From an optimization exercise on the open Yosys and OpenROAD flow, aimed at small area; shortcuts taken in it are not production practice. The RTL was checked by simulation tests, not by an equivalence proof against the original design. Power figures rest on the tool's default switching activity, not on a simulated workload.

==> xenon <==
==> flow/design.v <==
module armreduced(
	input clk,
	input reset,
	output[31:0] pc,
	input[31:0] inst,
	input nIRQ,
	output[3:0] be,
	output[31:0] memaddr,
	output memwrite,
	output memread,
	output[31:0] writedata,
	input[31:0] readdata
	);
	reg [31:0] PCF;
	reg [31:0] instD;
	reg [31:0] rf [0:14];      
	reg [14:0] valid_q;        
	reg [31:0] r15;            
	reg [31:0] instE;          
	reg        validE;         
	reg [3:0]  FlagsE;
	reg [31:0] ReadData1E, ReadData2E;
	reg [31:0] ALUOutM, WriteDataM;
	reg        RegWriteM, MemtoRegM, MemWriteM, PCSrcM, RegSrcM, BranchTakenM;
	reg [3:0]  WA3M;
	reg [31:0] ResultW;
	reg        RegWriteW, PCSrcW, RegSrcW;
	reg [3:0]  WA3W;
	assign be = 4'b1111;
	assign memread = 1'b1;
	assign pc = reset ? 32'd0 : PCF;
	assign memaddr = ALUOutM;
	assign memwrite = MemWriteM;
	assign writedata = WriteDataM;
	wire brD = (instD[27:26] == 2'b10);
	wire [3:0] RA1D = instD[19:16];
	wire [3:0] RA2D = (instD[27:26] == 2'b01 && !instD[20]) ? instD[15:12] : instD[3:0];
	wire [28:0] r15inc = r15[31:3] + 29'd1;
	wire [31:0] r15p8 = {r15inc, r15[2:0]};
	wire [31:0] r15p4 = {r15[2] ? r15inc : r15[31:3], ~r15[2], r15[1:0]};
	wire [16:0] selA, selB;
	genvar g;
	generate
		for (g = 0; g < 15; g = g + 1) begin : rd
			assign selA[g] = !brD && valid_q[g] && RA1D == g;
			assign selB[g] = !brD && valid_q[g] && RA2D == g;
		end
	endgenerate
	assign selA[15] = brD || RA1D == 4'd15;
	assign selA[16] = 1'b0;
	assign selB[15] = !brD && RA2D == 4'd15;
	assign selB[16] = brD;
	wire [32*17-1:0] rdin = {r15p4, r15p8,
		rf[14], rf[13], rf[12], rf[11], rf[10], rf[9], rf[8], rf[7],
		rf[6], rf[5], rf[4], rf[3], rf[2], rf[1], rf[0]};
	wire [31:0] RD1, RD2;
	selectOr17 _readA(.sel(selA), .d(rdin), .y(RD1));
	selectOr17 _readB(.sel(selB), .d(rdin), .y(RD2));
	wire [1:0] opE  = instE[27:26];
	wire [3:0] cmdE = instE[24:21];
	wire dpE  = (opE == 2'b00);
	wire memE = (opE == 2'b01);
	wire brE  = (opE == 2'b10);
	wire LE   = instE[20];
	wire cmpOnlyE = (cmdE[3:2] == 2'b10);
	wire RegWriteE  = validE & ((dpE & ~cmpOnlyE) | (memE & LE) | (brE & instE[24]));
	wire MemtoRegE  = validE & memE & LE;
	wire MemWriteE  = validE & memE & ~LE;
	wire BranchE    = validE & brE;
	wire RegSrcE    = validE & brE;
	wire FlagWriteE = validE & dpE & (instE[20] | cmpOnlyE);
	wire PCSrcE     = validE & (instE[15:12] == 4'b1111) & (cmdE == 4'b1101);
	wire ALUSrcE    = dpE ? instE[25] : ~opE[1] | ~opE[0];
	wire [3:0] ALUOpE = dpE ? cmdE : (memE & ~instE[23]) ? 4'b0010 : 4'b0100;
	wire [3:0] RA1E = instE[19:16];
	wire [3:0] RA2E = (memE && !LE) ? instE[15:12] : instE[3:0];
	wire [3:0] WA3E = instE[15:12];
	wire [31:0] ExtImmE = memE ? {20'd0, instE[11:0]} :
	                      brE  ? {{6{instE[23]}}, instE[23:0], 2'b00} :
	                             {{24{instE[7]}}, instE[7:0]};
	wire fA_M = RegWriteM && (RA1E == WA3M);
	wire fA_W = RegWriteW && (RA1E == WA3W);
	wire fB_M = !brE && RegWriteM && (RA2E == WA3M);
	wire fB_W = !brE && RegWriteW && (RA2E == WA3W);
	wire [31:0] SrcAE = fA_M ? ALUOutM : fA_W ? ResultW : ReadData1E;
	wire [31:0] WriteDataE = fB_M ? ALUOutM : fB_W ? ResultW : ReadData2E;
	wire [31:0] SrcBE = ALUSrcE ? ExtImmE : WriteDataE;
	wire [31:0] ALUResultE;
	wire [3:0] ALUFlags;
	ALU32bit _ALU32bit(.SrcA(SrcAE), .SrcB(SrcBE), .ALUOp(ALUOpE), .ALUResult(ALUResultE), .ALUFlags(ALUFlags));
	wire condEx;
	condCheck _condCheck(.cond(instE[31:28]), .flags(FlagsE), .condEx(condEx));
	wire BranchTakenE = BranchE & condEx;
	wire [3:0] NZCV = (FlagWriteE & condEx) ? ALUFlags : FlagsE;
	wire Flush = BranchTakenE | (PCSrcE & condEx) | PCSrcM | PCSrcW;
	wire Stall = (RegWriteE && memE && (WA3E == RA1D || WA3E == RA2D)) ||
	             (!BranchTakenE && RegWriteW && (WA3W == RA1D || WA3W == RA2D));
	wire [31:0] NextPC = BranchTakenE ? ALUResultE : PCSrcW ? ResultW : PCF + 32'd4;
	always @(posedge clk) begin
		if (reset)
			PCF <= 32'd4;
		else if (!Stall)
			PCF <= NextPC;
		if (reset)
			instD <= inst;
		else if (Flush)
			instD <= 32'd0;
		else if (!Stall)
			instD <= inst;
		if (reset) begin
			instE <= 32'd0;
			validE <= 1'b1;
		end else begin
			instE <= instD;
			if (Flush)
				instE[15:12] <= 4'd0;
			validE <= !(Flush || Stall);
		end
		FlagsE <= (Flush || reset) ? 4'd0 : NZCV;
		ReadData1E <= RD1;
		ReadData2E <= RD2;
		PCSrcM <= reset ? 1'b0 : (PCSrcE & condEx);
		RegWriteM <= reset ? 1'b0 : (RegWriteE & condEx);
		MemtoRegM <= reset ? 1'b0 : MemtoRegE;
		MemWriteM <= reset ? 1'b0 : (MemWriteE & condEx);
		WA3M <= reset ? 4'd0 : BranchTakenE ? 4'd14 : WA3E;
		ALUOutM <= ALUResultE;
		WriteDataM <= WriteDataE;
		RegSrcM <= reset ? 1'b0 : RegSrcE;
		BranchTakenM <= reset ? 1'b0 : BranchTakenE;
		PCSrcW <= reset ? 1'b0 : PCSrcM;
		RegWriteW <= reset ? 1'b0 : RegWriteM;
		WA3W <= reset ? 4'd0 : WA3M;
		RegSrcW <= reset ? 1'b0 : RegSrcM;
		ResultW <= BranchTakenM ? WriteDataM : MemtoRegM ? readdata : ALUOutM;
		if (reset)
			r15 <= 32'd0;
		else if (RegSrcW || WA3W != 4'd15)
			r15 <= PCF;
		else if (RegWriteW)
			r15 <= ResultW;
	end
	integer i;
	always @(posedge clk) begin
		for (i = 0; i < 15; i = i + 1)
			if (RegWriteW && WA3W == i)
				rf[i] <= ResultW;
		if (reset)
			valid_q <= 15'd0;
		else if (RegWriteW && WA3W != 4'd15)
			valid_q[WA3W] <= 1'b1;
	end
endmodule
module selectOr17(
	input [16:0] sel,
	input [32*17-1:0] d,
	output reg [31:0] y
	);
	integer k;
	always @(*) begin
		y = 32'd0;
		for (k = 0; k < 17; k = k + 1)
			y = y | ({32{sel[k]}} & d[32*k +: 32]);
	end
endmodule
module ALU32bit(
	input [31:0] SrcA,
	input [31:0] SrcB,
	input [3:0] ALUOp,
	output reg [31:0] ALUResult,
	output [3:0] ALUFlags
	);
	wire sub   = (ALUOp == 4'b0010) | (ALUOp == 4'b0110) | (ALUOp == 4'b1010);
	wire rsb   = (ALUOp == 4'b0011) | (ALUOp == 4'b0111);
	wire add   = (ALUOp == 4'b0100) | (ALUOp == 4'b0101) | (ALUOp == 4'b1011);
	wire arith = sub | rsb | add;
	wire invB  = sub;
	wire [31:0] X = SrcA ^ {32{rsb}};
	wire [31:0] Y = SrcB ^ {32{invB}};
	wire [32:0] c;
	wire [31:0] s;
	assign c[0] = sub | rsb;
	genvar g;
	generate
		for (g = 0; g < 32; g = g + 1) begin : rc
			assign s[g] = X[g] ^ Y[g] ^ c[g];
			assign c[g+1] = (X[g] & Y[g]) | (c[g] & (X[g] ^ Y[g]));
		end
	endgenerate
	reg [3:0] T;
	always @ (*)
	begin
		case(ALUOp)
		4'b0000, 4'b1000: T = 4'b1000;    
		4'b0001, 4'b1001: T = 4'b0110;    
		4'b1100: T = 4'b1110;             
		4'b1101: T = 4'b1100;             
		4'b1110: T = 4'b0010;             
		default: T = 4'b0011;             
		endcase
	end
	integer j;
	always @ (*)
	begin
		for (j = 0; j < 32; j = j + 1)
			ALUResult[j] = arith ? s[j] : T[{SrcB[j], SrcA[j]}];
	end
	assign ALUFlags[3] = ALUResult[31];
	assign ALUFlags[2] = (ALUResult == 32'd0);
	assign ALUFlags[1] = arith & c[32];
	assign ALUFlags[0] = arith & (X[31] == Y[31]) & (ALUResult[31] != X[31]);
endmodule
module condCheck(
	input [3:0] cond,
	input [3:0] flags,
	output reg condEx
	);
	wire N = flags[3];
	wire Z = flags[2];
	wire C = flags[1];
	wire V = flags[0];
	always @ (*)
	begin
		case(cond)
		4'b0000: condEx = Z;
		4'b0001: condEx = ~Z;
		4'b0010: condEx = C;
		4'b0011: condEx = ~C;
		4'b0100: condEx = N;
		4'b0101: condEx = ~N;
		4'b0110: condEx = V;
		4'b0111: condEx = ~V;
		4'b1000: condEx = C & ~Z;
		4'b1001: condEx = ~C | Z;
		4'b1010: condEx = (N == V);
		4'b1011: condEx = (N != V);
		4'b1100: condEx = ~Z & (N == V);
		4'b1101: condEx = Z | (N != V);
		default: condEx = 1'b1;
		endcase
	end
endmodule
==> flow/flow/run.sh <==
#!/bin/bash
# Layout flow: the standard layout (standard.sh), with these changes:
#  - after the floorplan, OpenROAD's restructure remaps the combinational
#    logic for area, four times over (flow/restructure.tcl); registers are
#    not touched,
#  - the port buffers that placement inserts are the smallest buffer (buf_1;
#    the resizer may still upsize them),
#  - clock tree synthesis inserts no dummy loads.
# Each tool's output goes to a log file of its own in this folder; each ORFS
# step also writes its own log under orfs/logs/.
set -euo pipefail
ARGS=(
  "BUFFER_PORTS_ARGS=-buffer_cell sky130_fd_sc_hd__buf_1"
  "CTS_ARGS=-sink_clustering_enable -repair_clock_nets -sink_clustering_size 14 -sink_clustering_max_diameter 60 -buf_list sky130_fd_sc_hd__clkbuf_8 -dont_use_dummy_load"
)
bash standard.sh "${ARGS[@]}" floorplan > flow_make_floorplan.log 2>&1
mkdir -p orfs/restructure
python3 flow/filterlib.py "$FLOW_HOME/platforms/sky130hd/lib/sky130_fd_sc_hd__tt_025C_1v80.lib" \
  orfs/restructure/lib_no_dont_use.lib > flow_filterlib.log 2>&1
openroad -no_init -exit flow/restructure.tcl > flow_restructure.log 2>&1
bash standard.sh "${ARGS[@]}" finish > flow_make_finish.log 2>&1
==> flow/flow/filterlib.py <==
#!/usr/bin/env python3
"""Copy a Liberty file without the cells the platform marks don't-use
(sky130_fd_sc_hd__lpflow_*, probe_p_8, probec_p_8), so that a remapping
step cannot pick them. Usage: filterlib.py IN OUT"""
import re, sys

def dont_use(name):
    return (name.startswith("sky130_fd_sc_hd__lpflow_")
            or name in ("sky130_fd_sc_hd__probe_p_8", "sky130_fd_sc_hd__probec_p_8"))

src = open(sys.argv[1]).read()
out = []
i = 0
pat = re.compile(r'\n(\s*)cell\s*\(\s*"?([A-Za-z0-9_]+)"?\s*\)\s*\{')
while True:
    m = pat.search(src, i)
    if not m:
        out.append(src[i:])
        break
    start = m.start() + 1
    # find the matching closing brace of this cell group
    depth = 0
    j = m.end() - 1
    while True:
        c = src[j]
        if c == '{':
            depth += 1
        elif c == '}':
            depth -= 1
            if depth == 0:
                break
        j += 1
    if dont_use(m.group(2)):
        out.append(src[i:start])
    else:
        out.append(src[i:j + 1])
    i = j + 1
open(sys.argv[2], "w").write("".join(out))
==> flow/flow/restructure.tcl <==
# Area recovery on the floorplan: OpenROAD's restructure remaps the
# combinational logic between registers and ports with ABC for area. The
# registers are left as the standard synthesis made them. The library given
# to ABC is the platform's without its don't-use cells.
set R orfs/results/sky130hd/armreduced/base
read_liberty $::env(FLOW_HOME)/platforms/sky130hd/lib/sky130_fd_sc_hd__tt_025C_1v80.lib
read_db $R/2_floorplan.odb
read_sdc $R/2_floorplan.sdc
source $::env(FLOW_HOME)/platforms/sky130hd/setRC.tcl
report_design_area
# four passes: each one remaps the result of the one before
foreach pass {1 2 3 4} {
  file mkdir orfs/restructure/pass$pass
  restructure -target area -liberty_file orfs/restructure/lib_no_dont_use.lib \
    -tielo_port sky130_fd_sc_hd__conb_1/LO -tiehi_port sky130_fd_sc_hd__conb_1/HI \
    -work_dir orfs/restructure/pass$pass -abc_logfile orfs/restructure/pass$pass/abc.log
  report_design_area
  # the next pass makes its tie cells under the same names: rename these
  foreach inst [[ord::get_db_block] getInsts] {
    set name [$inst getName]
    if {[string match "rmp_const_*" $name]} {
      $inst rename "rmp_p${pass}_[string range $name 4 end]"
    }
  }
}
report_design_area
write_db $R/2_floorplan.odb
==> flow/standard.sh <==
#!/bin/bash
# synth_recipe.tcl (not shown) runs the flow's synth.tcl, then flattens the netlist and writes it again
# the make line also repeats each setting of config.mk as NAME=value (left out here)
make -C /OpenROAD-flow-scripts/flow DESIGN_CONFIG=/design/flow/config.mk WORK_HOME=/design/flow/orfs CLKGATE_MAP_FILE= SYNTH_SCRIPT=/design/flow/synth_recipe.tcl "${@:-finish}"
==> flow/config.mk <==
export PLATFORM = sky130hd
export DESIGN_NAME = armreduced
export DESIGN_NICKNAME = armreduced
export VERILOG_FILES = /design/flow/design.v
export SDC_FILE = /design/flow/constraint.sdc
export NUM_CORES = 4
export LEC_CHECK = 0
export CAP_MARGIN = 20
export CORE_MARGIN = 2
export CORE_UTILIZATION = 70
export CTS_BUF_LIST = sky130_fd_sc_hd__clkbuf_8
export CTS_CLUSTER_DIAMETER = 60
export CTS_CLUSTER_SIZE = 14
export PLACE_DENSITY = 0.78
export SLEW_MARGIN = 20
==> flow/constraint.sdc <==
create_clock -name core_clock -period 20.0 [get_ports {clk}]
set_input_delay 4.0000 -clock core_clock [delete_from_list [all_inputs] [get_ports {clk}]]
set_output_delay 4.0000 -clock core_clock [all_outputs]
set_load 0.01 [all_outputs]
==> tundra (differences from xenon) <==
--- a/flow/design.v
+++ b/flow/design.v
@@ -29,5 +29,5 @@
 	assign be = 4'b1111;
 	assign memread = 1'b1;
-	assign pc = reset ? 32'd0 : PCF;
+	assign pc = PCF;
 	assign memaddr = ALUOutM;
 	assign memwrite = MemWriteM;
@@ -39,22 +39,14 @@
 	wire [31:0] r15p8 = {r15inc, r15[2:0]};
 	wire [31:0] r15p4 = {r15[2] ? r15inc : r15[31:3], ~r15[2], r15[1:0]};
-	wire [16:0] selA, selB;
-	genvar g;
-	generate
-		for (g = 0; g < 15; g = g + 1) begin : rd
-			assign selA[g] = !brD && valid_q[g] && RA1D == g;
-			assign selB[g] = !brD && valid_q[g] && RA2D == g;
+	reg [31:0] RD1, RD2;
+	integer k;
+	always @(*) begin
+		RD1 = (brD || RA1D == 4'd15) ? r15p8 : 32'd0;
+		RD2 = brD ? r15p4 : (RA2D == 4'd15) ? r15p8 : 32'd0;
+		for (k = 0; k < 15; k = k + 1) begin
+			RD1 = RD1 | ({32{!brD && valid_q[k] && RA1D == k}} & rf[k]);
+			RD2 = RD2 | ({32{!brD && valid_q[k] && RA2D == k}} & rf[k]);
 		end
-	endgenerate
-	assign selA[15] = brD || RA1D == 4'd15;
-	assign selA[16] = 1'b0;
-	assign selB[15] = !brD && RA2D == 4'd15;
-	assign selB[16] = brD;
-	wire [32*17-1:0] rdin = {r15p4, r15p8,
-		rf[14], rf[13], rf[12], rf[11], rf[10], rf[9], rf[8], rf[7],
-		rf[6], rf[5], rf[4], rf[3], rf[2], rf[1], rf[0]};
-	wire [31:0] RD1, RD2;
-	selectOr17 _readA(.sel(selA), .d(rdin), .y(RD1));
-	selectOr17 _readB(.sel(selB), .d(rdin), .y(RD2));
+	end
 	wire [1:0] opE  = instE[27:26];
 	wire [3:0] cmdE = instE[24:21];
@@ -97,40 +89,33 @@
 	             (!BranchTakenE && RegWriteW && (WA3W == RA1D || WA3W == RA2D));
 	wire [31:0] NextPC = BranchTakenE ? ALUResultE : PCSrcW ? ResultW : PCF + 32'd4;
-	always @(posedge clk) begin
+	always @(negedge clk) begin
 		if (reset)
-			PCF <= 32'd4;
+			PCF <= 32'd0;
 		else if (!Stall)
 			PCF <= NextPC;
-		if (reset)
-			instD <= inst;
-		else if (Flush)
+		if (Flush || reset)
 			instD <= 32'd0;
 		else if (!Stall)
 			instD <= inst;
-		if (reset) begin
-			instE <= 32'd0;
-			validE <= 1'b1;
-		end else begin
-			instE <= instD;
-			if (Flush)
-				instE[15:12] <= 4'd0;
-			validE <= !(Flush || Stall);
-		end
+		instE <= instD;
+		if (Flush || reset)
+			instE[15:12] <= 4'd0;
+		validE <= !(Flush || reset || Stall);
 		FlagsE <= (Flush || reset) ? 4'd0 : NZCV;
 		ReadData1E <= RD1;
 		ReadData2E <= RD2;
 		PCSrcM <= reset ? 1'b0 : (PCSrcE & condEx);
-		RegWriteM <= reset ? 1'b0 : (RegWriteE & condEx);
-		MemtoRegM <= reset ? 1'b0 : MemtoRegE;
-		MemWriteM <= reset ? 1'b0 : (MemWriteE & condEx);
-		WA3M <= reset ? 4'd0 : BranchTakenE ? 4'd14 : WA3E;
+		RegWriteM <= RegWriteE & condEx;
+		MemtoRegM <= MemtoRegE;
+		MemWriteM <= MemWriteE & condEx;
+		WA3M <= BranchTakenE ? 4'd14 : WA3E;
 		ALUOutM <= ALUResultE;
 		WriteDataM <= WriteDataE;
-		RegSrcM <= reset ? 1'b0 : RegSrcE;
-		BranchTakenM <= reset ? 1'b0 : BranchTakenE;
+		RegSrcM <= RegSrcE;
+		BranchTakenM <= BranchTakenE;
 		PCSrcW <= reset ? 1'b0 : PCSrcM;
-		RegWriteW <= reset ? 1'b0 : RegWriteM;
-		WA3W <= reset ? 4'd0 : WA3M;
-		RegSrcW <= reset ? 1'b0 : RegSrcM;
+		RegWriteW <= RegWriteM;
+		WA3W <= WA3M;
+		RegSrcW <= RegSrcM;
 		ResultW <= BranchTakenM ? WriteDataM : MemtoRegM ? readdata : ALUOutM;
 		if (reset)
@@ -150,16 +135,4 @@
 		else if (RegWriteW && WA3W != 4'd15)
 			valid_q[WA3W] <= 1'b1;
-	end
-endmodule
-module selectOr17(
-	input [16:0] sel,
-	input [32*17-1:0] d,
-	output reg [31:0] y
-	);
-	integer k;
-	always @(*) begin
-		y = 32'd0;
-		for (k = 0; k < 17; k = k + 1)
-			y = y | ({32{sel[k]}} & d[32*k +: 32]);
 	end
 endmodule
==> flow/run.sh (new file) <==
#!/bin/bash
# synth_recipe.tcl (not shown) runs the flow's synth.tcl, then flattens the netlist and writes it again
# the make line also repeats each setting of config.mk as NAME=value (left out here)
make -C /OpenROAD-flow-scripts/flow DESIGN_CONFIG=/design/flow/config.mk WORK_HOME=/design/flow/orfs CLKGATE_MAP_FILE= SYNTH_SCRIPT=/design/flow/synth_recipe.tcl finish
CORE_UTILIZATION = 55   (was 70)
PLACE_DENSITY = default   (was 0.78)
removed: flow/flow/run.sh
removed: flow/flow/filterlib.py
removed: flow/flow/restructure.tcl
removed: flow/standard.sh
==> notes.md <==
- Between xenon and tundra, the lower sequential power is in xenon (gap about 3%, measured against tundra).
- Between xenon and tundra, the lower setup slack is in tundra (gap 4.6 ns).
- In flip-flop and latch count, tundra and xenon do not differ.
- Of xenon and tundra, xenon has the higher sequential share of layout area (gap 5.8 points).
- Against xenon, the routed wire length of tundra is smaller by about 2%.
- Against tundra, the global-route usage of xenon is higher by 12 points.
- In xenon the clock skew is higher than in tundra, by 0.062 ns.
- Hold slack: tundra is lower than xenon (0.090 ns).
- Against xenon, the non-clock buffer count of tundra is higher by 17.
- Between tundra and xenon, the lower synthesized area is in tundra (gap about 0.23%, measured against xenon).
- Of xenon and tundra, tundra has the higher clock power (gap 39%, measured against tundra).

port drivers added, routing unchanged:
The results above use ideal ports. As a check the final layout listed here was re-extracted and re-timed, cells and wires unchanged. Step 1 sets driving cells, clkbuf_16 on the clock port and buf_2 on the other inputs (assumed; they add their load-dependent delay and slew). Step 2 adds t to the input delays and takes it off the output delays; t is the mean of the earliest and latest rising clock arrival at the registers after step 1. Input paths then give back, and output paths get back, about the clock's delay inside the block. Slacks: no drivers / after step 1 / after step 2; pairs: no drivers / after step 1.
run: xenon
t (ns): 0.731
slack for setup (ns): 5.475 / 5.475 / 5.475
slew at the worst register clock pin (ns): 0.10 / 0.10
worst slew at a driven data input, ns: 0.04
After both steps setup and hold are still met in xenon. The setup slack of xenon moves by 0.000 ns with the drivers and by 0.000 ns with both steps.
